Context: an optimization exercise on an open-source flow, tuned for small area, a short achievable clock period and few clock cycles. The choices shown serve that exercise and are no tape-out recipe.
Function was checked by simulation only, so behaviour that the tests miss may differ from the original.
No activity file was given, so power comes from the tool's default toggle rates.

## flow/design.v

```verilog
typedef logic [127:0] rvga_cacheline;
typedef logic [31:0] rvga_word;
typedef logic [15:0] rvga_short;
typedef logic [7:0] rvga_byte;
typedef logic [4:0] rvga_reg;
typedef logic unsigned [6:0] rvga_funct7;
typedef logic unsigned [2:0] rvga_funct3;
typedef logic unsigned [3:0] rvga_wmask;
typedef logic unsigned [6:0] rvga_opcode;
typedef enum logic[6:0] {
    e_rvga_opcode_err     = 7'b0000000
    , e_rvga_opcode_lui   = 7'b0110111
    , e_rvga_opcode_auipc = 7'b0010111
    , e_rvga_opcode_jal   = 7'b1101111
    , e_rvga_opcode_jalr  = 7'b1100111
    , e_rvga_opcode_br    = 7'b1100011
    , e_rvga_opcode_ld    = 7'b0000011
    , e_rvga_opcode_st    = 7'b0100011
    , e_rvga_opcode_imm   = 7'b0010011
    , e_rvga_opcode_reg   = 7'b0110011
    , e_rvga_opcode_fence = 7'b0001111
    , e_rvga_opcode_misc  = 7'b1110011
} rvga_opcode_e;
typedef logic[2:0] rvga_inst_type;
typedef enum logic[2:0] {
    e_rvga_inst_type_e = 3'b000
    , e_rvga_inst_type_r = 3'b001
    , e_rvga_inst_type_i = 3'b010
    , e_rvga_inst_type_s = 3'b011
    , e_rvga_inst_type_b = 3'b100
    , e_rvga_inst_type_u = 3'b101
    , e_rvga_inst_type_j = 3'b110
} rvga_inst_type_e;
typedef logic[2:0] rvga_artop;
typedef enum logic[2:0] {
    e_rvga_artop_addsub  = 3'b000
    , e_rvga_artop_sll   = 3'b001 
    , e_rvga_artop_slt   = 3'b010
    , e_rvga_artop_sltu  = 3'b011
    , e_rvga_artop_xor   = 3'b100
    , e_rvga_artop_srx   = 3'b101
    , e_rvga_artop_or    = 3'b110
    , e_rvga_artop_and   = 3'b111
} rvga_artop_e;
typedef logic[2:0] rvga_brop;
typedef enum logic[2:0] {
    e_rvga_brop_beq    = 3'b000
    , e_rvga_brop_bne  = 3'b001
    , e_rvga_brop_blt  = 3'b100
    , e_rvga_brop_bge  = 3'b101
    , e_rvga_brop_bltu = 3'b110
    , e_rvga_brop_bgeu = 3'b111
} rvga_brop_e;
typedef logic[2:0] rvga_ldop;
typedef enum logic[2:0] {
    e_rvga_ldop_lb    = 3'b000
    , e_rvga_ldop_lh  = 3'b001
    , e_rvga_ldop_lw  = 3'b010
    , e_rvga_ldop_lbu = 3'b100
    , e_rvga_ldop_lhu = 3'b101
} rvga_ldop_e;
typedef logic[2:0] rvga_strop;
typedef enum logic[2:0] {
    e_rvga_strop_sb   = 3'b000
    , e_rvga_strop_sh = 3'b001
    , e_rvga_strop_sw = 3'b010
} rvga_strop_e;
typedef struct packed {
  rvga_word pc;
  rvga_opcode opcode;
  rvga_inst_type inst_type;
  rvga_reg rs1;
  rvga_reg rs2;
  rvga_reg rd;
  rvga_funct3 funct3;
  rvga_funct7 funct7;
  logic v;
  logic br_v;
  logic rd_w_v;
  logic imm_v;
  logic dmem_r_v;
  logic dmem_w_v;
  logic addpc_v;
  logic jmp_v;
  logic shift_v;
} rvga_cword;
typedef struct packed {
  rvga_word imm_data;
  rvga_word rs1_data;
  rvga_word rs2_data;
  rvga_word alu_result;
  rvga_word ld_result;
} rvga_dword;
module rvga_top #()
(
    input logic clk_i
    , input logic rst_i
    , output rvga_word imem_addr_o
    , input rvga_word imem_data_i
    , input logic imem_resp_v_i
    , output logic dmem_r_v_o
    , output logic dmem_w_v_o
    , output rvga_word dmem_addr_o
    , input rvga_word dmem_data_i
    , output rvga_word dmem_data_o
    , output rvga_wmask dmem_wmask_o
    , input logic dmem_resp_v_i
);
logic        e_v;        
rvga_word    e_a;        
rvga_word    e_b;        
rvga_word    e_imm;      
logic [31:2] e_seq;      
logic [31:2] e_tgt;      
rvga_reg     e_rd;
logic [2:0]  e_f3;
logic        e_we;       
logic        e_ld, e_st, e_br, e_jalr, e_pt;   
logic        e_uns;      
logic        e_sub;
logic        e_inv;      
logic        e_sra;
logic        r_add, r_lt, r_xor, r_or, r_and, r_sr, r_sl, r_pc4, r_b;
rvga_word    m_addr;
rvga_word    m_res;      
rvga_reg     m_rd;
logic [2:0]  m_f3;
logic        m_we, m_ld, m_st;
logic [31:0][31:0] rfv;   
logic [31:1]       rf_wen;
rvga_word          rf_wdata;
rvga_word          m_wdata;
logic              mstall;
assign rfv[0] = '0;
for (genvar i = 1; i < 32; i++) begin : g_rf
  logic [31:0] q;
  always_ff @(posedge clk_i) begin
    if (rf_wen[i]) q <= rf_wdata;
  end
  assign rfv[i] = q;
end
always_comb begin
  for (int i = 1; i < 32; i++) begin
    rf_wen[i] = rst_i || (m_we && (m_rd == 5'(i)));
  end
  rf_wdata = rst_i ? '0 : m_wdata;
end
function automatic rvga_word rf_read(input logic [4:0] s, input logic [31:0][31:0] v);
  rf_read = '0;
  for (int j = 1; j < 32; j++) rf_read = rf_read | ({32{s == 5'(j)}} & v[j]);
endfunction
rvga_word ld;
logic     sgn;
always_comb begin
  mstall = m_ld && !dmem_resp_v_i;
  sgn = !m_f3[2] && (m_f3[0] ? dmem_data_i[15] : dmem_data_i[7]);
  ld[7:0]   = dmem_data_i[7:0];
  ld[15:8]  = (m_f3[1:0] == 2'b00) ? {8{sgn}} : dmem_data_i[15:8];
  ld[31:16] = m_f3[1] ? dmem_data_i[31:16] : {16{sgn}};
  m_wdata = m_ld ? ld : m_res;
  dmem_r_v_o   = m_ld;
  dmem_w_v_o   = m_st;
  dmem_addr_o  = m_addr;
  dmem_data_o  = m_res;
  dmem_wmask_o = {m_f3[1], m_f3[1], m_f3[1] | m_f3[0], 1'b1};
end
rvga_word    bx, sum, sr, sl, addr, res;
logic [31:2] npc, retry;
logic        eq, lt, mispred, redir;
logic        fill;
function automatic rvga_word rev32(input rvga_word x);
  for (int k = 0; k < 32; k++) rev32[k] = x[31-k];
endfunction
always_comb begin
  bx    = e_b ^ {32{e_sub}};
  sum   = e_a + bx + {31'b0, e_sub};
  lt    = {e_a[31] ^ !e_uns, e_a[30:0]} < {e_b[31] ^ !e_uns, e_b[30:0]};
  eq    = (e_a == e_b);
  fill = e_sra && e_a[31];
  sr   = 32'($signed({fill, r_sl ? rev32(e_a) : e_a}) >>> e_b[4:0]);
  sl   = rev32(sr);
  addr = e_a + e_imm;
  res = ({32{r_add}} & sum)
      | ({32{r_lt}}  & {31'b0, lt})
      | ({32{r_xor}} & (e_a ^ e_b))
      | ({32{r_or}}  & (e_a | e_b))
      | ({32{r_and}} & (e_a & e_b))
      | ({32{r_sr}}  & sr)
      | ({32{r_sl}}  & sl)
      | ({32{r_pc4}} & {e_seq, 2'b00})
      | ({32{r_b}}   & e_b);
  npc = e_pt ? e_tgt : e_seq;
  mispred = e_br && ((e_f3[2] ? lt : eq) ^ e_inv);
  redir   = mispred || e_jalr;
  imem_addr_o = {npc, 2'b00};
end
rvga_word ins;
logic [4:0] op;
logic f_lui, f_auipc, f_jal, f_jalr, f_br, f_ld, f_st, f_opi, f_op;
logic [4:0] f_rs1, f_rs2, f_rd;
logic [2:0] f3;
rvga_word imm_i, imm_s, imm_b, imm_u, imm_j, f_aimm, f_bimm, f_auipc_v;
logic [31:2] tgt_b, tgt_j;
logic [12:2] tb_lo;
logic [20:2] tj_lo;
logic [31:13] npc_hi_b_inc, npc_hi_b_dec;
logic [31:21] npc_hi_j_inc, npc_hi_j_dec;
logic cb, cj;
rvga_word rs1_rf, rs2_rf, rs1_v, rs2_v, f_b;
logic fwde1, fwde2, fwdm1, fwdm2, f_b_imm, f_use1, f_use2, loaduse, go;
logic f_alu;
always_comb begin
  ins = imem_data_i;
  op = ins[6:2];
  f_lui   = (op == 5'b01101);
  f_auipc = (op == 5'b00101);
  f_jal   = (op == 5'b11011);
  f_jalr  = (op == 5'b11001);
  f_br    = (op == 5'b11000);
  f_ld    = (op == 5'b00000);
  f_st    = (op == 5'b01000);
  f_opi   = (op == 5'b00100);
  f_op    = (op == 5'b01100);
  f_alu   = f_opi || f_op;
  f_rs1 = ins[19:15];
  f_rs2 = ins[24:20];
  f_rd  = ins[11:7];
  f3    = ins[14:12];
  f_use1 = !(f_lui || f_auipc || f_jal);
  f_use2 = f_op || f_br || f_st;
  imm_i = {{20{ins[31]}}, ins[31:20]};
  imm_s = {{20{ins[31]}}, ins[31:25], ins[11:7]};
  imm_b = {{19{ins[31]}}, ins[31], ins[7], ins[30:25], ins[11:8], 1'b0};
  imm_u = {ins[31:12], 12'b0};
  imm_j = {{11{ins[31]}}, ins[31], ins[19:12], ins[20], ins[30:21], 1'b0};
  f_aimm = f_st ? imm_s : imm_i;                               
  {cb, tb_lo} = {1'b0, npc[12:2]} + {1'b0, imm_b[12:2]};
  npc_hi_b_inc = npc[31:13] + 19'd1;
  npc_hi_b_dec = npc[31:13] - 19'd1;
  tgt_b = {({19{cb == ins[31]}} & npc[31:13]) | ({19{cb && !ins[31]}} & npc_hi_b_inc)
           | ({19{!cb && ins[31]}} & npc_hi_b_dec), tb_lo};
  {cj, tj_lo} = {1'b0, npc[20:2]} + {1'b0, imm_j[20:2]};
  npc_hi_j_inc = npc[31:21] + 11'd1;
  npc_hi_j_dec = npc[31:21] - 11'd1;
  tgt_j = {({11{cj == ins[31]}} & npc[31:21]) | ({11{cj && !ins[31]}} & npc_hi_j_inc)
           | ({11{!cj && ins[31]}} & npc_hi_j_dec), tj_lo};
  f_auipc_v = {npc[31:12] + ins[31:12], npc[11:2], 2'b00};    
  if (f_auipc)    f_bimm = f_auipc_v;                         
  else if (f_lui) f_bimm = imm_u;
  else            f_bimm = imm_i;
  f_b_imm = f_opi || f_lui || f_auipc;
  rs1_rf = rf_read(f_rs1, rfv);
  rs2_rf = rf_read(f_rs2, rfv);
  fwde1 = e_we && (e_rd == f_rs1);
  fwde2 = e_we && (e_rd == f_rs2);
  fwdm1 = m_we && (m_rd == f_rs1);
  fwdm2 = m_we && (m_rd == f_rs2);
  rs1_v = fwde1 ? res : (fwdm1 ? m_wdata : rs1_rf);
  rs2_v = fwde2 ? res : (fwdm2 ? m_wdata : rs2_rf);
  f_b = f_b_imm ? f_bimm : rs2_v;
  loaduse = e_ld && ((fwde1 && f_use1) || (fwde2 && f_use2));
  go = imem_resp_v_i && !mstall && !redir && !loaduse;
  if (mstall)       retry = e_seq - {29'd0, e_v};
  else if (mispred) retry = e_pt ? e_seq : e_tgt;
  else if (e_jalr)  retry = addr[31:2];
  else              retry = npc;
end
always_ff @(posedge clk_i) begin
  if (rst_i) begin
    e_v <= 1'b0; e_we <= 1'b0; e_ld <= 1'b0; e_st <= 1'b0; e_br <= 1'b0; e_jalr <= 1'b0;
    e_pt <= 1'b0; e_seq <= '0;
  end else begin
    e_v    <= go;
    e_we   <= go && (f_rd != 5'd0) && (f_alu || f_lui || f_auipc || f_jal || f_jalr || f_ld);
    e_ld   <= go && f_ld;
    e_st   <= go && f_st;
    e_br   <= go && f_br;
    e_jalr <= go && f_jalr;
    e_pt   <= go && (f_jal || (f_br && (ins[31] || f3[0])));
    e_seq  <= go ? npc + 30'd1 : retry;
  end
end
always_ff @(posedge clk_i) begin
  e_a    <= rs1_v;
  e_b    <= f_b;
  e_imm  <= f_aimm;
  e_tgt  <= ins[3] ? tgt_j : tgt_b;
  e_rd   <= f_rd;
  e_f3   <= f3;
  e_uns  <= f_br ? f3[1] : f3[0];
  e_sub  <= f_op && (f3 == 3'b000) && ins[30];
  e_inv  <= f3[0] ^ (ins[31] || f3[0]);
  e_sra  <= ins[30];
  r_add  <= f_alu && (f3 == 3'b000);
  r_lt   <= f_alu && (f3[2:1] == 2'b01);
  r_xor  <= f_alu && (f3 == 3'b100);
  r_or   <= f_alu && (f3 == 3'b110);
  r_and  <= f_alu && (f3 == 3'b111);
  r_sr   <= f_alu && (f3 == 3'b101);
  r_sl   <= f_alu && (f3 == 3'b001);
  r_pc4  <= f_jal || f_jalr;
  r_b    <= f_lui || f_auipc || f_st;
end
always_ff @(posedge clk_i) begin
  if (rst_i) begin
    m_we <= 1'b0; m_ld <= 1'b0; m_st <= 1'b0;
  end else if (!mstall) begin
    m_we <= e_we;
    m_ld <= e_ld;
    m_st <= e_st;
  end
end
always_ff @(posedge clk_i) begin
  if (!mstall) begin
    m_addr <= addr;
    m_rd   <= e_rd;
    m_f3   <= e_f3;
  end
  m_res <= res;
end
endmodule
```

## flow/flow/run.sh

```bash
#!/bin/bash
set -euo pipefail
bash standard.sh BUFFER_PORTS_ARGS="-buffer_cell sky130_fd_sc_hd__buf_4" finish > standard.log 2>&1
```

## flow/standard.sh

```bash
#!/bin/bash
# synth_recipe.tcl (not shown) runs the flow's synth.tcl, then flattens the netlist and writes it again
# the make line also repeats each setting of config.mk as NAME=value (left out here)
make -C /OpenROAD-flow-scripts/flow DESIGN_CONFIG=/design/flow/config.mk WORK_HOME=/design/flow/orfs CLKGATE_MAP_FILE= SYNTH_SCRIPT=/design/flow/synth_recipe.tcl "${@:-finish}"
```

## flow/config.mk

```make
export PLATFORM = sky130hd
export DESIGN_NAME = rvga_top
export DESIGN_NICKNAME = rvga_top
export VERILOG_FILES = /design/flow/design.v
export SDC_FILE = /design/flow/constraint.sdc
export NUM_CORES = 4
export LEC_CHECK = 0
export ABC_CLOCK_PERIOD_IN_PS = 4000
export CAP_MARGIN = 20
export CORE_MARGIN = 2
export CORE_UTILIZATION = 45
export CTS_CLUSTER_SIZE = 25
export SETUP_SLACK_MARGIN = 5
export SLEW_MARGIN = 20
```

## flow/constraint.sdc

```tcl
create_clock -name core_clock -period 9.0 [get_ports {clk_i}]
set_input_delay 1.8000 -clock core_clock [delete_from_list [all_inputs] [get_ports {clk_i}]]
set_output_delay 1.8000 -clock core_clock [all_outputs]
set_load 0.01 [all_outputs]
```

==> metrics.md, run 1 <==
| Metric | Value |
|---|---|
| Final worst slack | 4.824 ns |
| CTS H-tree lvls | 4 |
| Largest net degree at the start of global routing | 63 |
| Yosys reg bits | 1230 |
| GPL Wtd Cong | 1.035 |
| Setup Skew | 0.07345 ns |
| Worst skew pair latency | 0.85 ns |
| Area delta synth->final | 19.56% |
| Synth area leaders | edfxtp_1 48%, a22oi_1 7.1%, dfxtp_1 6.2% |
| Critical path class | in2reg |
| Initial Util | 45.42% |
| Max Slew Vio Count | 0 |
| Post-route antenna net violation count | 0 |
| Vias in the first global route | 54.98k |
| Slew Limit Headroom | 7.909% |
| WP data required | 9.78 ns |
| Worst-margin pin slew | 1.381 ns |
| CTS clk-pin slew, worst paths | 0.07 ns |
| CTS tree | yes |
| Crit. End Element | register |
| DRC viols | 0 |
| Final hold violations | 0 |
| Synth area leader | edfxtp_1 |
| Leakage power | 28.76 nW |
| Max-cap violations | 0 |
| RSZ-0062 raised after global routing | yes |
| Hold Slack | 0.4001 ns |
| Height of the die | 382.3 um |
| Die Area | 0.1461 mm2 |
| Critical Path Fanout Max | 14 |
| Synth unique cells | 97 |
| Drt pass-1 iters | 14 |
| Post-synth EDFFs | 1032 |
| Status | no timing/DRC/antenna violations |
| Synth top area share | 48.13% |
| Setup violators final | 0 |
| Hold buffers post-CTS | 0 |
| Synth warnings | 1 |
| Mean area per synthesized cell | 11.45 um2 |
| 1st-iter DRT viols | 11.43k |
| CORE AREA | 0.1418 mm2 |
| Pre-CTS setup slack | 3.272 ns |
| Dpl hpwl | 201.2 mm |
| Minimum clock period | 4.176 ns |
| Post-DP Area | 0.06900 mm2 |
| Worst Hold Class | reg2reg |
| GR Util met2 | 63.40% |
| FFs w/ async S/R, synth | 0% |
| First-pass GRT wire length | 447.9 mm |
| Clock Path Buffers | 3 |
| Grt peak-use layer | met2 |
| Most used DFF post-synth | edfxtp_1 |
| Chip width | 382.3 um |
| Critical Path AT | 4.95 ns |
| Worst VDD drop | 169.3 uV |
| Met3 Usage GRT | 19.59% |
| Root Driver | clkbuf_16 |
| Synthesized area | 0.06438 mm2 |
| Register area share after synthesis | 54.29% |
| Total grt overflow | 0 |
| Grt met1 use | 51.62% |
| Setup TNS | 0 ns |
| I/O Buffers | 164 |
| FP Rows | 138 |
| Crit path launch type | input pin |
| Wirelength per Cell | 42.48 um |
| DR vias/cell | 7.571 |
| Total track usage | 44.35% |
| Clk sinks | 1230 |
| Most common cell in the netlist | edfxtp_1 |
| Cell count after synthesis | 5625 |
| DR vias | 60.29k |
| Initial antenna violation count | 17 |
| Power Density | 202.6 mW/mm2 |
| Fmax | 0.2395 GHz |
| Drt total wl | 338.3 mm |
| Share of cells above drive strength 1 | 20.63% |
| Design area | 0.07697 mm2 |
| I/O pin cnt | 170 |
| Post-synth top cells | 1032 x edfxtp_1, 607 x a22oi_1, 367 x nand2_1, 359 x nor2_1, 302 x clkbuf_1 |
| Fin nets | 6231 |
| Tcrit/Tclk final | 46.40% |
| Num CTS Buffers | 134 |
## report_power, final
part	internal [mW]	total, mW	switching [mW]	leakage (nW)
clock network	3.05	5.58	2.53	2.10
registers	6.62	7.03	0.406	12.3
logic	1.04	2.99	1.95	14.4
total	10.7	15.6	4.88	28.8
## timing repair
action,CTS,global route
gates resized for setup,226,184
cloned,7,10
pin swaps,35,40
buffers inserted,100,82
setup endpoints to repair,158,112
## layer usage
metal,vias to the layer above,part of all wire [%]
met2,6262,41
li1,23123,-
met1,28909,32
met5,-,0.14
met4,32,11
met3,1968,16
## area by class of cell
| type | instances | area [um2] |
|---|---|---|
| Antenna cell | 16 | 40.04 |
| Clock buffer | 165 | 3501 |
| Clock inverter | 73 | 859.6 |
| Fill cell | 12036 | 64780 |
| Inverter | 168 | 714.4 |
| Multi-Input combinational cell | 3839 | 29300 |
| Sequential cell | 1230 | 35050 |
| Tap cell | 1890 | 2365 |
| Timing Repair Buffer | 583 | 5144 |
## kinds of logic (layout without fill, tap and decap cells)
family	count (synthesis)	count (layout)	share of synthesized area, %
AND/OR/NAND/NOR	1342	1345	9.933
other	2	19	0.01166
multiplexers	164	164	3.399
AO/OA/AOI/OAI	1902	1902	21.89
adder cells (fa/ha/maj)	207	207	4.081
XOR/XNOR	218	218	2.966
flip-flops	1230	1230	54.29
buffers and inverters	560	989	3.426
## layout by cell type, fill, tap and decap left out, drive strengths merged, types with 123 or more instances in the layout
| master | netlist | routed |
|---|---|---|
| a221oi | 204 | 204 |
| nor2 | 360 | 361 |
| dfxtp | 198 | 198 |
| a21oi | 234 | 234 |
| inv | 161 | 153 |
| xnor2 | 123 | 123 |
| clkbuf | 302 | 177 |
| o21ai | 187 | 187 |
| nand3 | 174 | 174 |
| a22o | 153 | 153 |
| nand2 | 368 | 368 |
| edfxtp | 1032 | 1032 |
| buf | 90 | 571 |
| a22oi | 607 | 607 |
| ha | 202 | 202 |
## through the flow
stage	cells	total power [mW]	util [%]
6_report	7964	15.60	54.30
4_1_cts	7855	15.28	53.08
2_1_floorplan	5626	8.465	-
5_1_grt	7948	15.90	54.27
3_5_place_dp	7510	9.717	48.67
3_3_place_gp	7509	9.705	48.66
## state kept, by name, indices dropped and copies added, names as in the netlist, 3 cells and up
register,flops
g_rf.q,992
e_a,32
e_b,32
m_addr,32
m_res,32
e_seq,30
e_tgt,30
e_imm,12
e_rd,5
m_rd,5
e_f3,3
m_f3,3
## critical path: stages
cell and delay, ns:
buf_4 0.23, or3b_2 0.60, nor2_4 0.44, buf_4 0.44
buf_4 0.46, a221oi_1 0.17, nand4_1 0.12, nor3_1 0.09
a221oi_2 0.42, a21o_1 0.13
## path summary, 6_finish.rpt
kind                   startpoint        end  slack, ns  cells after the start
hold reg to reg           e_f3[0]    m_f3[0]       0.40                      0
setup reg to reg             e_pt  e_tgt[23]       4.91                     23
setup / recovery  imem_data_i[16]    e_a[30]       4.82                     10
hold / removal            e_f3[0]    m_f3[0]       0.40                      0
Testbench counts, summed over its fixed seeds: cycles 149,448.
==> run 2, diff against run 1 <==
==> flow/run.sh (new file) <==
#!/bin/bash
# synth_recipe.tcl (not shown) runs the flow's synth.tcl, then flattens the netlist and writes it again
# the make line also repeats each setting of config.mk as NAME=value (left out here)
make -C /OpenROAD-flow-scripts/flow DESIGN_CONFIG=/design/flow/config.mk WORK_HOME=/design/flow/orfs CLKGATE_MAP_FILE= SYNTH_SCRIPT=/design/flow/synth_recipe.tcl finish
--- a/flow/config.mk
+++ b/flow/config.mk
@@ -9,6 +9,5 @@
 export CAP_MARGIN = 20
 export CORE_MARGIN = 2
 export CORE_UTILIZATION = 45
-export CTS_CLUSTER_SIZE = 25
 export SETUP_SLACK_MARGIN = 5
 export SLEW_MARGIN = 20
removed: flow/flow/run.sh
removed: flow/standard.sh
==> run 2 against run 1 <==
  * Sequential share of layout area down 0.86 points
  * Synthesized area unchanged
  * Still clean on timing, DRC and antenna
  * Register-to-register slack improved by 0.07 ns
  * Cell area grew 1.8%
  * Highest routed layer unchanged
  * Sequential power hardly changed
==> metrics.md, run 2 <==
| Metric | Value |
|---|---|
| CTS tree | yes |
| R2R depth | 17 |
| Reg-to-reg critical path startpoint | e_pt |
| Power Density | 201.8 mW/mm2 |
| Worst-margin pin slew | 1.347 ns |
| Post-synthesis xor/xnor area fraction | 2.966% |
| Synth area leader | edfxtp_1 |
| GPL Wtd Cong | 1.048 |
| Clk sinks | 1230 |
| Minimum clock period | 4.201 ns |
| Synthesized area | 0.06438 mm2 |
| Setup TNS | 0 ns |
| Design area | 0.07840 mm2 |
| CP Launch Point | imem_data_i[15] |
| First-pass GRT wire length | 456.8 mm |
| Combinational share of power | 19.2% |
| 1st-iter DRT viols | 12.68k |
| Slew Limit Headroom | 10.23% |
| Initial Util | 45.42% |
| Mean area per synthesized cell | 11.45 um2 |
| Synth warnings | 1 |
| Die Area | 0.1461 mm2 |
| DR vias/cell | 7.578 |
| RSZ-0062 raised after global routing | yes |
| Worst VDD drop | 170.1 uV |
| Final worst slack | 4.799 ns |
| Worst Hold Class | reg2reg |
| Synth area leaders | edfxtp_1 48%, a22oi_1 7.1%, dfxtp_1 6.2% |
| FP Rows | 138 |
| Sw Ratio | 30.92% |
| Largest net degree at the start of global routing | 57 |
| Post-DP Area | 0.06947 mm2 |
| Crit. End Element | register |
| Num CTS Buffers | 135 |
| Initial antenna violation count | 19 |
| Clock Path Buffers | 3 |
| Post-synth top cells | 1032 x edfxtp_1, 607 x a22oi_1, 367 x nand2_1, 359 x nor2_1, 302 x clkbuf_1 |
| Worst setup path endpoint | e_a[16] |
| Status | no timing/DRC/antenna violations |
| Post-route antenna net violation count | 0 |
| Main combinational cell family by area after synthesis | compound AO/OA/AOI/OAI gates |
| Register area share after synthesis | 54.29% |
| Share of cells above drive strength 1 | 20.33% |
| Worst skew pair latency | 0.83 ns |
| DR vias | 61.01k |
| Area delta synth->final | 21.77% |
| Seq pwr share | 44.3% |
| Height of the die | 382.3 um |
| CTS clk-pin slew, worst paths | 0.07 ns |
| Chip width | 382.3 um |
| Cell count after synthesis | 5625 |
| Synth Area in Adders | 4.081% |
| FFs w/ async S/R, synth | 0% |
| Compound-Gate Fraction of Synth Area | 21.89% |
| WP data required | 9.73 ns |
| Wirelength per Cell | 42.35 um |
| Psw | 4.892 mW |
| I/O Buffers | 164 |
| Tcrit/Tclk final | 46.68% |
| CTS H-tree lvls | 4 |
| Post-synth EDFFs | 1032 |
| Clock share of power | 36.5% |
| Synth unique cells | 97 |
| Max FFs per register | 992 |
| Post-Synth Simple-Gate Area | 9.933% |
| Total grt overflow | 0 |
| Vias in the first global route | 56.73k |
| Biggest register | g_rf.q |
| Commonest cells after routing, fill and taps aside | 1032 x edfxtp_1, 602 x a22oi_1, 413 x buf_4 |
| Reg2Reg Setup Slack | 4.98 ns |
| Yosys reg bits | 1230 |
| Max-cap violations | 0 |
| Leakage power | 29.15 nW |
| Most used DFF post-synth | edfxtp_1 |
| Setup Skew | 0.05305 ns |
| Internal power | 10.93 mW |
| FF-to-FF End | e_b[30] |
| Final hold violations | 0 |
| Fmax | 0.2380 GHz |
| Critical Path Fanout Max | 10 |
| DRC viols | 0 |
| Synth top area share | 48.13% |
| I/O pin cnt | 170 |
| Commonest non-fill, non-tap cell in the layout | edfxtp_1 |
| CORE AREA | 0.1418 mm2 |
| Total track usage | 45.05% |
| Pre-CTS setup slack | 2.574 ns |
| Dpl hpwl | 200.5 mm |
| Overall Power | 15.82 mW |
| Critical path class | in2reg |
| Max Slew Vio Count | 0 |
| Mux cell area share after synthesis | 3.399% |
| Setup violators final | 0 |
| Most common cell in the netlist | edfxtp_1 |
| Drt pass-1 iters | 12 |
| Root Driver | clkbuf_16 |
| Fin nets | 6311 |
| Drt total wl | 340.9 mm |
| Crit path launch type | input pin |
| Critical Path AT | 4.93 ns |
==> run 2: cell counts after synthesis <==
Identical to the previous run, type by type.
==> run 2: worst min path at each step <==
stage	from	end	slack [ns]	cells past startpoint
floorplan	e_f3[0]	m_f3[0]	0.39	0
global placement	e_f3[1]	m_f3[1]	0.39	0
detailed placement	e_f3[0]	m_f3[0]	0.39	0
CTS	e_f3[0]	m_f3[0]	0.41	0
global route	e_f3[0]	m_f3[0]	0.41	0
finish	e_f3[0]	m_f3[0]	0.41	0
==> run 2: cell families after synthesis <==
logic type	count (synthesis)
compound gates	1902
simple gates	1342
flops	1230
buf+inv	560
xor+xnor	218
fa+ha+maj	207
mux	164
other cells	2
==> run 2: cell type report <==
type	instances	area (um2)
antenna	13	32.53
clock buffer	161	3538
clock inverter	88	1008
fill	11793	63360
inverter	168	745.7
multi-input combinational	3839	29620
sequential	1230	35030
tap	1890	2365
timing repair buffer	662	6060
==> run 2: critical path, cell delays in order <==
cell and delay, ns:
clkdlybuf4s15_2 0.47, nand2_4 0.25, nor2_4 0.45, buf_4 0.37, buf_4 0.38, a22oi_1 0.15, nand3_1 0.13, nor3_1 0.09
a221oi_1 0.64, a21o_1 0.14
==> run 2: stage by stage <==
step | std cells | hold WS (ns) | utilization (%)
6_report | 8051 | 0.4054 | 55.30
5_1_grt | 8044 | 0.4146 | 55.29
4_1_cts | 7983 | 0.4052 | 54.59
3_5_place_dp | 7514 | 0.3897 | 49.01
3_3_place_gp | 7513 | 0.3855 | 49.00
2_1_floorplan | 5626 | 0.3855 | -
==> run 2: per-layer routing <==
metal	wire [um]	up-vias	share of wire (%)	GRT usage [%]
li1	-	23279	-	-
met1	108100	28909	32	52.09
met2	134900	6587	40	63.71
met3	57140	2218	17	19.76
met4	40620	20	12	38.39
met5	246	-	0.072	0.6283
==> run 2: what timing repair did <==
| item | CTS | global route |
|---|---|---|
| hold endpoints to repair | 0 | 0 |
| endpoints found under the setup margin | 155 | 169 |
| setup buffers | 211 | 50 |
| pin swaps | 75 | 46 |
| cloned | 9 | 2 |
| hold buffers | 0 | 0 |
| gates resized for setup | 501 | 167 |
==> run 2: power by group through the flow <==
stage,sequential (mW),clock [mW],combinational [mW]
detailed placement,7.09,0,2.65
global placement,7.09,0,2.64
finish,7.02,5.78,3.03
floorplan,6.95,0,1.51
global route,7.03,5.97,3.12
CTS,6.99,5.74,2.81
==> run 3, diff against run 2 <==
--- a/flow/design.v
+++ b/flow/design.v
@@ -116,6 +116,7 @@
 logic [2:0]  e_f3;
 logic        e_we;       
 logic        e_ld, e_st, e_br, e_jalr, e_pt;   
+logic        e_npt;      
 logic        e_uns;      
 logic        e_sub;
 logic        e_inv;      
@@ -192,7 +193,7 @@
   npc = e_pt ? e_tgt : e_seq;
   mispred = e_br && ((e_f3[2] ? lt : eq) ^ e_inv);
   redir   = mispred || e_jalr;
-  imem_addr_o = {npc, 2'b00};
+  imem_addr_o = {e_npt ? e_seq : e_tgt, 2'b00};
 end
 rvga_word ins;
 logic [4:0] op;
@@ -268,7 +269,7 @@
 always_ff @(posedge clk_i) begin
   if (rst_i) begin
     e_v <= 1'b0; e_we <= 1'b0; e_ld <= 1'b0; e_st <= 1'b0; e_br <= 1'b0; e_jalr <= 1'b0;
-    e_pt <= 1'b0; e_seq <= '0;
+    e_pt <= 1'b0; e_npt <= 1'b1; e_seq <= '0;
   end else begin
     e_v    <= go;
     e_we   <= go && (f_rd != 5'd0) && (f_alu || f_lui || f_auipc || f_jal || f_jalr || f_ld);
@@ -277,6 +278,7 @@
     e_br   <= go && f_br;
     e_jalr <= go && f_jalr;
     e_pt   <= go && (f_jal || (f_br && (ins[31] || f3[0])));
+    e_npt  <= !(go && (f_jal || (f_br && (ins[31] || f3[0]))));
     e_seq  <= go ? npc + 30'd1 : retry;
   end
 end
==> flow/flow/run.sh (new file) <==
#!/bin/bash
set -euo pipefail
bash standard.sh BUFFER_PORTS_ARGS="-buffer_cell sky130_fd_sc_hd__buf_4" finish > standard.log 2>&1
==> flow/standard.sh (new file) <==
#!/bin/bash
# synth_recipe.tcl (not shown) runs the flow's synth.tcl, then flattens the netlist and writes it again
# the make line also repeats each setting of config.mk as NAME=value (left out here)
make -C /OpenROAD-flow-scripts/flow DESIGN_CONFIG=/design/flow/config.mk WORK_HOME=/design/flow/orfs CLKGATE_MAP_FILE= SYNTH_SCRIPT=/design/flow/synth_recipe.tcl "${@:-finish}"
--- a/flow/config.mk
+++ b/flow/config.mk
@@ -9,5 +9,6 @@
 export CAP_MARGIN = 20
 export CORE_MARGIN = 2
 export CORE_UTILIZATION = 45
+export CTS_CLUSTER_SIZE = 25
 export SETUP_SLACK_MARGIN = 5
 export SLEW_MARGIN = 20
removed: flow/run.sh
==> run 3 against run 2 <==
  * Clock power up 1%
  * Largest power group unchanged
  * Still clean on timing, DRC and antenna
  * Critical path type unchanged
  * Core utilization is 1.5 points lower
  * Cell area down 1.8%
  * Worst setup slack worse by 0.050 ns
  * Synthesized area rose by 0.56%
  * Clock-buffer cell count fell by 4
  * Highest routed layer unchanged
  * Power up 0.67%
  * Die area increased by 0.55%
  * Synthesized cell count up 2.1%
  * Clock skew decreased by 0.013 ns
  * Maximum frequency decreased by 1.2%
  * Combinational power up 1%
==> metrics.md, run 3 <==
| Metric | Value |
|---|---|
| Fmax | 0.2352 GHz |
| Vias in the first global route | 54.89k |
| Most common cell in the netlist | edfxtp_1 |
| CTS clk-pin slew, worst paths | 0.07 ns |
| Cell count after synthesis | 5741 |
| Initial Util | 45.23% |
| Worst VDD drop | 177.6 uV |
| Die Area | 0.1469 mm2 |
| Register area share after synthesis | 54.02% |
| Max Slew Vio Count | 0 |
| RSZ-0062 raised after global routing | yes |
| Worst-margin pin slew | 1.333 ns |
| Synth area leader | edfxtp_1 |
| Clk sinks | 1231 |
| Mean area per synthesized cell | 11.28 um2 |
| CTS tree | yes |
| FP Rows | 139 |
| Max FFs per register | 992 |
| Post-layout util | 53.76% |
| Root Driver | clkbuf_16 |
| Hold Slack | 0.4022 ns |
| Share of cells above drive strength 1 | 19.46% |
| Critical Path AT | 4.96 ns |
| Biggest register | g_rf.q |
| Placed insts | 7633 |
| FFs w/ async S/R, synth | 0% |
| Post-route antenna net violation count | 0 |
| Status | no timing/DRC/antenna violations |
| CP Launch Point | imem_data_i[21] |
| Setup violators final | 0 |
| DRC viols | 0 |
| Synthesized area | 0.06474 mm2 |
| Setup TNS | 0 ns |
| Worst skew pair latency | 0.82 ns |
| Minimum clock period | 4.251 ns |
| WP data required | 9.71 ns |
| Clock Path Buffers | 3 |
| Drt total wl | 333.4 mm |
| Num CTS Buffers | 132 |
| Crit path launch type | input pin |
| Most used DFF post-synth | edfxtp_1 |
| Worst hold start | e_f3[1] |
| Drt pass-1 iters | 12 |
| Synth warnings | 1 |
| Commonest cells after routing, fill and taps aside | 1032 x edfxtp_1, 664 x a22oi_1, 434 x nand2_1, 434 x buf_4, 290 x nor2_1 |
| Critical path class | in2reg |
| Final non-filler cell total | 8012 |
| Post-synth top cells | 1032 x edfxtp_1, 664 x a22oi_1, 448 x nand2_1, 358 x nor2_1, 323 x clkbuf_1 |
| Total track usage | 43.73% |
| Post-synth EDFFs | 1032 |
| I/O Buffers | 164 |
| Setup Skew | 0.03995 ns |
| Commonest non-fill, non-tap cell in the layout | edfxtp_1 |
| Slew Limit Headroom | 10.54% |
| DR vias | 59.57k |
| GPL Wtd Cong | 1.022 |
| Largest net degree at the start of global routing | 56 |
| Leakage power | 28.87 nW |
| CTS H-tree lvls | 4 |
| First-pass GRT wire length | 444.0 mm |
| Worst Hold Class | reg2reg |
| Synth area leaders | edfxtp_1 48%, a22oi_1 7.7%, dfxtp_1 6.2% |
| Chip width | 383.3 um |
| Area delta synth->final | 18.86% |
| Crit. End Element | register |
| CORE AREA | 0.1431 mm2 |
| Initial antenna violation count | 14 |
| Tcrit/Tclk final | 47.23% |
| Synth top area share | 47.87% |
| Reg-to-reg critical path startpoint | m_f3[1] |
| Final hold violations | 0 |
| I/O pin cnt | 170 |
| Power Density | 207.0 mW/mm2 |
| Dpl hpwl | 198.8 mm |
| Wirelength per Cell | 41.61 um |
| Synth unique cells | 92 |
| Total grt overflow | 0 |
| Max-cap violations | 0 |
| Height of the die | 383.3 um |
| Yosys reg bits | 1231 |
| DR vias/cell | 7.435 |
| 1st-iter DRT viols | 11.58k |
| Fin nets | 6266 |
| Hold buffers post-CTS | 0 |
| Critical Path Fanout Max | 15 |
[run 3: changes by cell type after synthesis, moves of 11 or more]
cell,before,now
a22o_1,153,126
a221oi_1,204,181
a21o_1,76,55
nor2b_1,39,26
xnor2_1,123,134
o21bai_1,30,19
a21oi_1,233,258
o21ai_0,180,200
a22oi_1,607,664
nand2_1,367,448
and2_1,13,27
mux2_2,43,61
clkbuf_1,302,323
nand3_1,173,155
[run 3: per-layer routing]
metal	vias up	track usage [%]	wire [um]	share of wire (%)
met4	22	34.46	34830	10
met3	1776	18.12	54440	16
met1	28574	52.14	109000	33
met2	5882	62.17	134900	40
li1	23314	-	-	-
met5	-	0.4224	217	0.065
[run 3: path summary, 6_finish.rpt]
path,endpoint,slack (ns),cells after the start
worst max-delay path,e_b[7],4.75,11
worst min-delay path,m_f3[1],0.40,0
worst max register to register,e_b[12],4.93,9
worst min register to register,m_f3[1],0.40,0
[run 3: final cells by class]
| cell class | count | area [um2] |
|---|---|---|
| fill | 12298 | 66180 |
| sequential | 1231 | 35060 |
| multi-input combinational | 3932 | 29540 |
| timing repair buffer | 519 | 4626 |
| clock buffer | 157 | 3546 |
| tap | 1903 | 2381 |
| clock inverter | 87 | 1082 |
| inverter | 175 | 694.4 |
| antenna | 8 | 20.02 |
[run 3: worst max-delay path, cell delays in order]
cell	delay [ns]
buf_4	0.22
or3b_2	0.63
nor2_4	0.31
buf_4	0.32
buf_4	0.33
a22oi_1	0.14
nand4_1	0.18
o22ai_2	0.16
nand2_1	0.13
o311ai_0	0.39
a21oi_1	0.31
[run 3: logic make-up after synthesis]
kind of cell / after synthesis / share of synthesized area (%)
AO/OA/AOI/OAI: 1916 / 21.64
XOR/XNOR: 226 / 3.057
adder cells (fa/ha/maj): 207 / 4.058
buffers and inverters: 581 / 3.488
flip-flops: 1231 / 54.02
multiplexers: 174 / 3.484
other: 2 / 0.01160
AND/OR/NAND/NOR: 1404 / 10.24
[run 3: power breakdown]
part / switching [mW] / leakage (nW) / internal (mW)
registers: 0.378 / 12.3 / 6.63
logic: 2.02 / 14.3 / 1.06
clock network: 2.47 / 2.24 / 3.37
total: 4.87 / 28.9 / 11.1
[run 3: timing repair]
action / CTS / global route
endpoints found under the setup margin: 309 / 95
resized for setup: 198 / 156
cloned: 5 / 9
pin swaps: 33 / 31
buffers inserted: 43 / 69
[run 3: metrics by stage]
step	power (mW)	worst slack, ns	cell area, um2
after floorplan	8.525	4.575	65140
after global placement	9.767	3.303	69570
after detailed placement	9.787	3.320	69580
after CTS	15.61	4.978	75520
after global routing	16.27	4.898	76940
final	15.93	4.749	76950
Testbench counts of run 3, summed over its fixed seeds: cycles 149,448.
==> run 4, diff against run 3 <==
==> flow/flow/run.sh (replaced) <==
#!/bin/bash
set -euo pipefail
bash standard.sh \
  BUFFER_PORTS_ARGS="-buffer_cell sky130_fd_sc_hd__buf_4" \
  MATCH_CELL_FOOTPRINT=0 \
  CTS_ARGS="-sink_clustering_enable -repair_clock_nets -dont_use_dummy_load" \
  finish > standard.log 2>&1
--- a/flow/config.mk
+++ b/flow/config.mk
@@ -8,7 +8,6 @@
 export ABC_CLOCK_PERIOD_IN_PS = 4000
 export CAP_MARGIN = 20
 export CORE_MARGIN = 2
-export CORE_UTILIZATION = 45
-export CTS_CLUSTER_SIZE = 25
+export CORE_UTILIZATION = 50
 export SETUP_SLACK_MARGIN = 5
 export SLEW_MARGIN = 20
==> run 4 against run 3 <==
  * Final cell count fell by 3.8%
  * Maximum frequency increased by 2.1%
  * Global-route usage rose by 4.7 points
  * Register-to-register slack worse by 0.05 ns
  * Worst setup slack improved by 0.087 ns
  * Sequential power hardly changed
  * Non-clock buffer count fell by 38
  * Hold slack improved by 0.0055 ns
  * Power shrank 7.0%
  * Critical endpoint is now e_a[16]
  * Largest cell class unchanged
==> metrics.md, run 4 <==
| Metric | Value |
|---|---|
| Status | no timing/DRC/antenna violations |
| Combinational share of power | 20.4% |
| Clock Path Buffers | 3 |
| FF-to-FF End | e_seq[21] |
| Worst skew pair latency | 0.81 ns |
| I/O pin cnt | 170 |
| Synth area leaders | edfxtp_1 48%, a22oi_1 7.7%, dfxtp_1 6.2% |
| Synthesized area | 0.06474 mm2 |
| Drt pass-1 iters | 13 |
| Worst-margin pin slew | 1.314 ns |
| Tcrit/Tclk final | 46.26% |
| Max-cap violations | 0 |
| Max FFs per register | 992 |
| RSZ-0062 raised after global routing | yes |
| Clk sinks | 1231 |
| Root Driver | clkbuf_16 |
| Worst VDD drop | 177.3 uV |
| Share of cells above drive strength 1 | 17.72% |
| Final hold violations | 0 |
| Initial antenna violation count | 22 |
| Wirelength per Cell | 42.89 um |
| Hold-critical path depth | 0 |
| Yosys reg bits | 1231 |
| Power Density | 197.7 mW/mm2 |
| Crit path launch type | input pin |
| Critical Path AT | 4.89 ns |
| Total grt overflow | 0 |
| WP data required | 9.73 ns |
| Psw | 4.541 mW |
| CTS tree | yes |
| Biggest register | g_rf.q |
| Final non-filler cell total | 7710 |
| Setup TNS | 0 ns |
| Synth warnings | 1 |
| R2R depth | 15 |
| Synth top area share | 47.87% |
| FFs w/ async S/R, synth | 0% |
| 1st-iter DRT viols | 12.41k |
| Height of the die | 363.8 um |
| Slew Limit Headroom | 11.49% |
| Hold Crit Endpoint | m_f3[1] |
| FILL cells | 10.70k |
| Leakage power | 28.02 nW |
| Critical Path Fanout Max | 26 |
| Register area share after synthesis | 54.02% |
| Most common cell in the netlist | edfxtp_1 |
| Sw Ratio | 30.65% |
| DRC viols | 0 |
| Area delta synth->final | 15.72% |
| Pre-CTS setup slack | 3.300 ns |
| Post-synth EDFFs | 1032 |
| Initial Util | 50.19% |
| Commonest cells after routing, fill and taps aside | 1032 x edfxtp_1, 664 x a22oi_1, 433 x nand2_1 |
| Hold buffers post-CTS | 0 |
| Design area | 0.07492 mm2 |
| Cell count after synthesis | 5741 |
| Worst Hold Class | reg2reg |
| GPL Wtd Cong | 1.034 |
| Max Slew Vio Count | 0 |
| Fin nets | 6235 |
| Hold Slack | 0.4077 ns |
| Reg-to-reg critical path startpoint | e_a[31] |
| Most used DFF post-synth | edfxtp_1 |
| Total track usage | 48.44% |
| Post-layout util | 58.08% |
| Post-DP Area | 0.06940 mm2 |
| Setup violators final | 0 |
| Chip width | 363.8 um |
| Mean area per synthesized cell | 11.28 um2 |
| First-pass GRT wire length | 439.9 mm |
| Worst hold start | e_f3[1] |
| Minimum clock period | 4.164 ns |
| FP Rows | 132 |
| Largest net degree at the start of global routing | 56 |
| Fmax | 0.2402 GHz |
| Post-route antenna net violation count | 0 |
| Drt total wl | 330.7 mm |
| Critical path class | in2reg |
| Setup Skew | 0.08199 ns |
| Num CTS Buffers | 135 |
| Post-synth top cells | 1032 x edfxtp_1, 664 x a22oi_1, 448 x nand2_1, 358 x nor2_1, 323 x clkbuf_1 |
| Overall Power | 14.81 mW |
| Reg2Reg Setup Slack | 4.88 ns |
| CTS H-tree lvls | 4 |
| Internal power | 10.27 mW |
| Vias in the first global route | 54.33k |
| DR vias/cell | 7.681 |
| Die Area | 0.1324 mm2 |
| Placed insts | 7475 |
| I/O Buffers | 164 |
| Synth area leader | edfxtp_1 |
| Clock share of power | 32.3% |
| Commonest non-fill, non-tap cell in the layout | edfxtp_1 |
| CORE AREA | 0.1290 mm2 |
| Synth unique cells | 92 |
| Seq pwr share | 47.3% |
| CTS clk-pin slew, worst paths | 0.06 ns |
| Crit. End Element | register |
| Final worst slack | 4.836 ns |
| Dpl hpwl | 197.4 mm |
| DR vias | 59.22k |
[run 4: worst max-delay path: stages]
cell	delay [ns]
buf_4	0.18
or2_2	0.49
nor2_4	0.45
buf_4	0.68
a22oi_1	0.17
nand3_1	0.17
nor4_2	0.09
a221oi_2	0.66
a21o_1	0.14
[run 4: layout make-up]
cell class / count / area (um2) / share of cell area (%)
diodes: 10 / 25.02 / 0.03340
clock buffers: 135 / 3378 / 4.509
inverters: 175 / 671.9 / 0.8968
multi-input cells: 3935 / 29540 / 39.42
flip-flops and latches: 1231 / 35030 / 46.75
well taps: 1742 / 2180 / 2.909
repair buffers: 481 / 4100 / 5.473
repair inverters: 1 / 5.005 / 0.006680
[run 4: worst max-delay path by stage]
stage / startpoint / to / depth (start not counted)
2_1_floorplan: imem_data_i[10] / e_tgt[26] / 16
3_3_place_gp: e_b[4] / e_seq[9] / 14
3_5_place_dp: e_b[4] / e_seq[9] / 14
4_1_cts: e_a[6] / e_seq[21] / 12
5_1_grt: e_a[31] / e_seq[21] / 15
6_report: imem_data_i[19] / e_a[16] / 9
[run 4: kinds of logic (layout without fill, tap and decap cells)]
kind of cell	Yosys count	count (layout)	share of synthesized area, %
buf+inv	581	792	3.488
compound gates	1916	1916	21.64
other cells	2	13	0.01160
xor+xnor	226	226	3.057
mux	174	174	3.484
simple gates	1404	1409	10.24
fa+ha+maj	207	207	4.058
flops	1231	1231	54.02
[run 4: per-layer routing]
metal / share of wire (%) / global-route usage [%] / up-vias
li1: - / - / 23119
met4: 10 / 35.88 / 29
met5: 0.13 / 0.2179 / -
met3: 17 / 21.67 / 1867
met1: 33 / 57.60 / 28077
met2: 40 / 69.02 / 6128
[run 4: timing repair]
| action | 4_1_cts | 5_1_grt |
|---|---|---|
| resized for setup | 142 | 156 |
| endpoints found under the setup margin | 130 | 103 |
| pin swaps | 34 | 31 |
| buffers inserted | 42 | 36 |
| cloned | 7 | 5 |
[run 4: power by group through the flow]
stage / clock (mW) / combinational, mW / sequential [mW]
6_report: 4.78 / 3.03 / 7.00
5_1_grt: 4.97 / 3.14 / 7.02
4_1_cts: 4.76 / 2.79 / 6.98
3_5_place_dp: 0 / 2.71 / 7.09
3_3_place_gp: 0 / 2.70 / 7.08
2_1_floorplan: 0 / 1.55 / 6.97
==> run 5, diff against run 4 <==
==> flow/flow/run.sh (replaced) <==
#!/bin/bash
set -euo pipefail
bash standard.sh \
  BUFFER_PORTS_ARGS="-buffer_cell sky130_fd_sc_hd__buf_4" \
  MATCH_CELL_FOOTPRINT=0 \
  CTS_ARGS="-sink_clustering_enable -repair_clock_nets -dont_use_dummy_load -sink_clustering_size 26 -sink_clustering_max_diameter 100" \
  finish > standard.log 2>&1
==> run 5 against run 4 <==
  * Die area stayed put
  * Maximum frequency is 0.84% lower
  * Cell area is 2.1% lower
  * Power is 12% lower
  * Clock skew is 0.058 ns higher
  * Hold slack worse by 0.0037 ns
  * Sequential power hardly changed
  * Flip-flop and latch count stayed put
  * Combinational power hardly changed
  * Sequential share of layout area is 1.0 points higher
  * Via count is 0.36% lower
  * Non-clock buffer count is 13 higher
  * Critical endpoint is now e_b[14]
==> metrics.md, run 5 <==
| Metric | Value |
|---|---|
| Power Density | 177.6 mW/mm2 |
| Top sig layer | met5 |
| Tcrit/Tclk final | 46.65% |
| DR vias/cell | 7.719 |
| Num CTS Buffers | 58 |
| Chip width | 363.8 um |
| Dpl hpwl | 197.4 mm |
| Drt pass-1 iters | 13 |
| CORE AREA | 0.1290 mm2 |
| Setup violators final | 0 |
| FP Rows | 132 |
| Max-cap violations | 0 |
| Critical Path AT | 4.80 ns |
| RSZ-0062 raised after global routing | yes |
| Worst hold start | e_f3[1] |
| Worst VDD drop | 182.3 uV |
| Hold buffers post-CTS | 0 |
| Drt total wl | 328.7 mm |
| I/O pin cnt | 170 |
| Met3 routed WL | 54.69 mm |
| Total grt overflow | 0 |
| Die Area | 0.1324 mm2 |
| Setup TNS | 0 ns |
| Synth unique cells | 92 |
| Synth area leader | edfxtp_1 |
| Share of cells above drive strength 1 | 17.14% |
| Fmax | 0.2382 GHz |
| Initial Util | 50.19% |
| Mean area per synthesized cell | 11.28 um2 |
| Most common cell in the netlist | edfxtp_1 |
| Hold Crit Endpoint | m_f3[1] |
| FFs w/ async S/R, synth | 0% |
| Final hold violations | 0 |
| Height of the die | 363.8 um |
| DRC viols | 0 |
| GPL Wtd Cong | 1.034 |
| Crit path launch type | input pin |
| Register area share after synthesis | 54.02% |
| Wirelength per Cell | 43.00 um |
| Reg-to-reg critical path startpoint | e_a[1] |
| Clock Path Buffers | 3 |
| WL met1 | 107.7 mm |
| FF-to-FF End | e_seq[21] |
| Largest net degree at the start of global routing | 56 |
| Reg2Reg Setup Slack | 4.96 ns |
| Total track usage | 48.24% |
| Slew Limit Headroom | 7.814% |
| Commonest non-fill, non-tap cell in the layout | edfxtp_1 |
| Hold-critical path depth | 0 |
| Root Driver | clkbuf_16 |
| Vias in the first global route | 53.80k |
| DR WL met2 | 133.0 mm |
| WP data required | 9.60 ns |
| Synth warnings | 1 |
| Crit. End Element | register |
| Setup Skew | 0.1401 ns |
| CTS H-tree lvls | 2 |
| Commonest cells after routing, fill and taps aside | 1032 x edfxtp_1, 663 x a22oi_1, 432 x nand2_1 |
| Synth top area share | 47.87% |
| Clk sinks | 1231 |
| Fin nets | 6171 |
| Pre-CTS setup slack | 3.300 ns |
| First-pass GRT wire length | 439.3 mm |
| Overall Power | 13.02 mW |
| Yosys reg bits | 1231 |
| Worst-margin pin slew | 1.368 ns |
| Synthesized area | 0.06474 mm2 |
| Max Slew Vio Count | 0 |
| Biggest register | g_rf.q |
| Post-synth top cells | 1032 x edfxtp_1, 664 x a22oi_1, 448 x nand2_1, 358 x nor2_1, 323 x clkbuf_1 |
| Post-synth EDFFs | 1032 |
| Area delta synth->final | 13.28% |
| Worst Hold Class | reg2reg |
| Minimum clock period | 4.199 ns |
| Status | no timing/DRC/antenna violations |
| Synth area leaders | edfxtp_1 48%, a22oi_1 7.7%, dfxtp_1 6.2% |
| Initial antenna violation count | 20 |
| Post-route antenna net violation count | 0 |
| Max FFs per register | 992 |
| Critical Path Fanout Max | 22 |
| Final worst slack | 4.801 ns |
| R2R depth | 13 |
| Worst skew pair latency | 0.79 ns |
| Leakage power | 27.19 nW |
| Cell count after synthesis | 5741 |
| CTS clk-pin slew, worst paths | 0.10 ns |
| Most used DFF post-synth | edfxtp_1 |
| I/O Buffers | 164 |
| CTS tree | yes |
| DR vias | 59.01k |
| Critical path class | in2reg |
| 1st-iter DRT viols | 12.13k |
-- run 5: cell counts after synthesis --
No cell type changed its count.
-- run 5: how the worst max path moves through the flow --
stage,from,to,cells past startpoint
floorplan,imem_data_i[10],e_tgt[26],16
global placement,e_b[4],e_seq[9],14
detailed placement,e_b[4],e_seq[9],14
CTS,e_pt,e_tgt[26],17
global route,imem_data_i[3],e_b[21],10
finish,imem_data_i[21],e_b[14],11
-- run 5: report_power, final --
part | internal (mW) | switching, mW | leakage (nW)
clock | 1.14 | 1.83 | 0.715
sequential | 6.62 | 0.368 | 12.3
combinational | 1.04 | 2.02 | 14.2
-- run 5: final cells by class --
type / count / area [um2]
diodes: 8 / 20.02
clock buffers: 58 / 1451
fillers: 10802 / 55650
well taps: 1742 / 2180
inverters: 175 / 681.9
repair inverters: 2 / 11.26
multi-input cells: 3934 / 29620
flip-flops and latches: 1231 / 35030
repair buffers: 494 / 4344
-- run 5: worst max-delay path, cell delays in order --
cell,delay (ns)
buf_4,0.26
nand3b_1,0.27
buf_4,0.24
nor2_4,0.20
buf_4,0.57
a22oi_1,0.15
nand2_1,0.10
nor3_1,0.05
nand3_1,0.38
o21ai_1,0.31
o221ai_2,0.40
-- run 5: timing repair --
item                                    CTS  global route
cloned                                    9             3
resized for setup                       207           142
endpoints found under the setup margin  132           125
setup buffers                            65            26
pin swaps                                46            36
-- run 5: cells by family (layout without fill, tap and decap cells) --
logic type                 count (synthesis)  in the layout  synth area share [%]
buffers and inverters                    581            729                 3.488
muxes                                    174            174                 3.484
xor gates and xnor gates                 226            226                 3.057
AOI/OAI and AO/OA                       1916           1916                 21.64
other                                      2             11               0.01160
and+or+nand+nor                         1404           1408                 10.24
adders and majority gates                207            207                 4.058
DFF                                     1231           1231                 54.02
-- run 5: layer usage --
layer / track usage, % / up-vias
li1: - / 22971
met5: 0.7988 / -
met4: 34.46 / 28
met2: 69.58 / 6081
met3: 19.55 / 1768
met1: 58.42 / 28158
-- run 5: metrics by stage --
stage / hold WS, ns / cells / util [%] / area (um2)
2_1_floorplan: 0.3855 / 5742 / - / 65100
4_1_cts: 0.4153 / 7607 / 56.16 / 72440
3_5_place_dp: 0.3919 / 7475 / 53.80 / 69400
5_1_grt: 0.4227 / 7637 / 56.85 / 73320
6_report: 0.4041 / 7644 / 56.86 / 73340
3_3_place_gp: 0.3894 / 7475 / 53.80 / 69400

==> what the ideal ports hide <==
How much do the figures lean on ideal ports? The routed layouts below were timed once more, with nothing changed but the port constraints.
Step 1, drivers: a clkbuf_16 drives clk_i and a buf_2 each remaining input, both assumed.
Step 2 also shifts input and output timing later by t, the mid clock arrival at the registers, as if the neighbouring blocks saw the same clock.
Slacks: no drivers / after step 1 / after step 2; pairs: no drivers / after step 1.
run | t (ns) | slack for setup (ns) | worst setup path after step 2 | worst register clock-pin slew, ns | cell pins on the clock port's net
run 1 | 0.895 | 4.824 / 4.791 / 3.982 | input to register | 0.08 / 0.08 | 1
run 2 | 0.883 | 4.799 / 4.846 / 3.963 | input to register | 0.08 / 0.08 | 1
run 3 | 0.878 | 4.749 / 4.793 / 3.915 | input to register | 0.07 / 0.07 | 1
run 4 | 0.839 | 4.836 / 4.797 / 3.958 | input to register | 0.06 / 0.06 | 1
run 5 | 0.798 | 4.801 / 4.732 / 3.933 | input to register | 0.11 / 0.11 | 1
After both steps setup and hold are still met in every run listed. For run 4, which loses most, drivers alone change the setup slack by -0.039 ns; drivers and shift together by -0.878 ns.
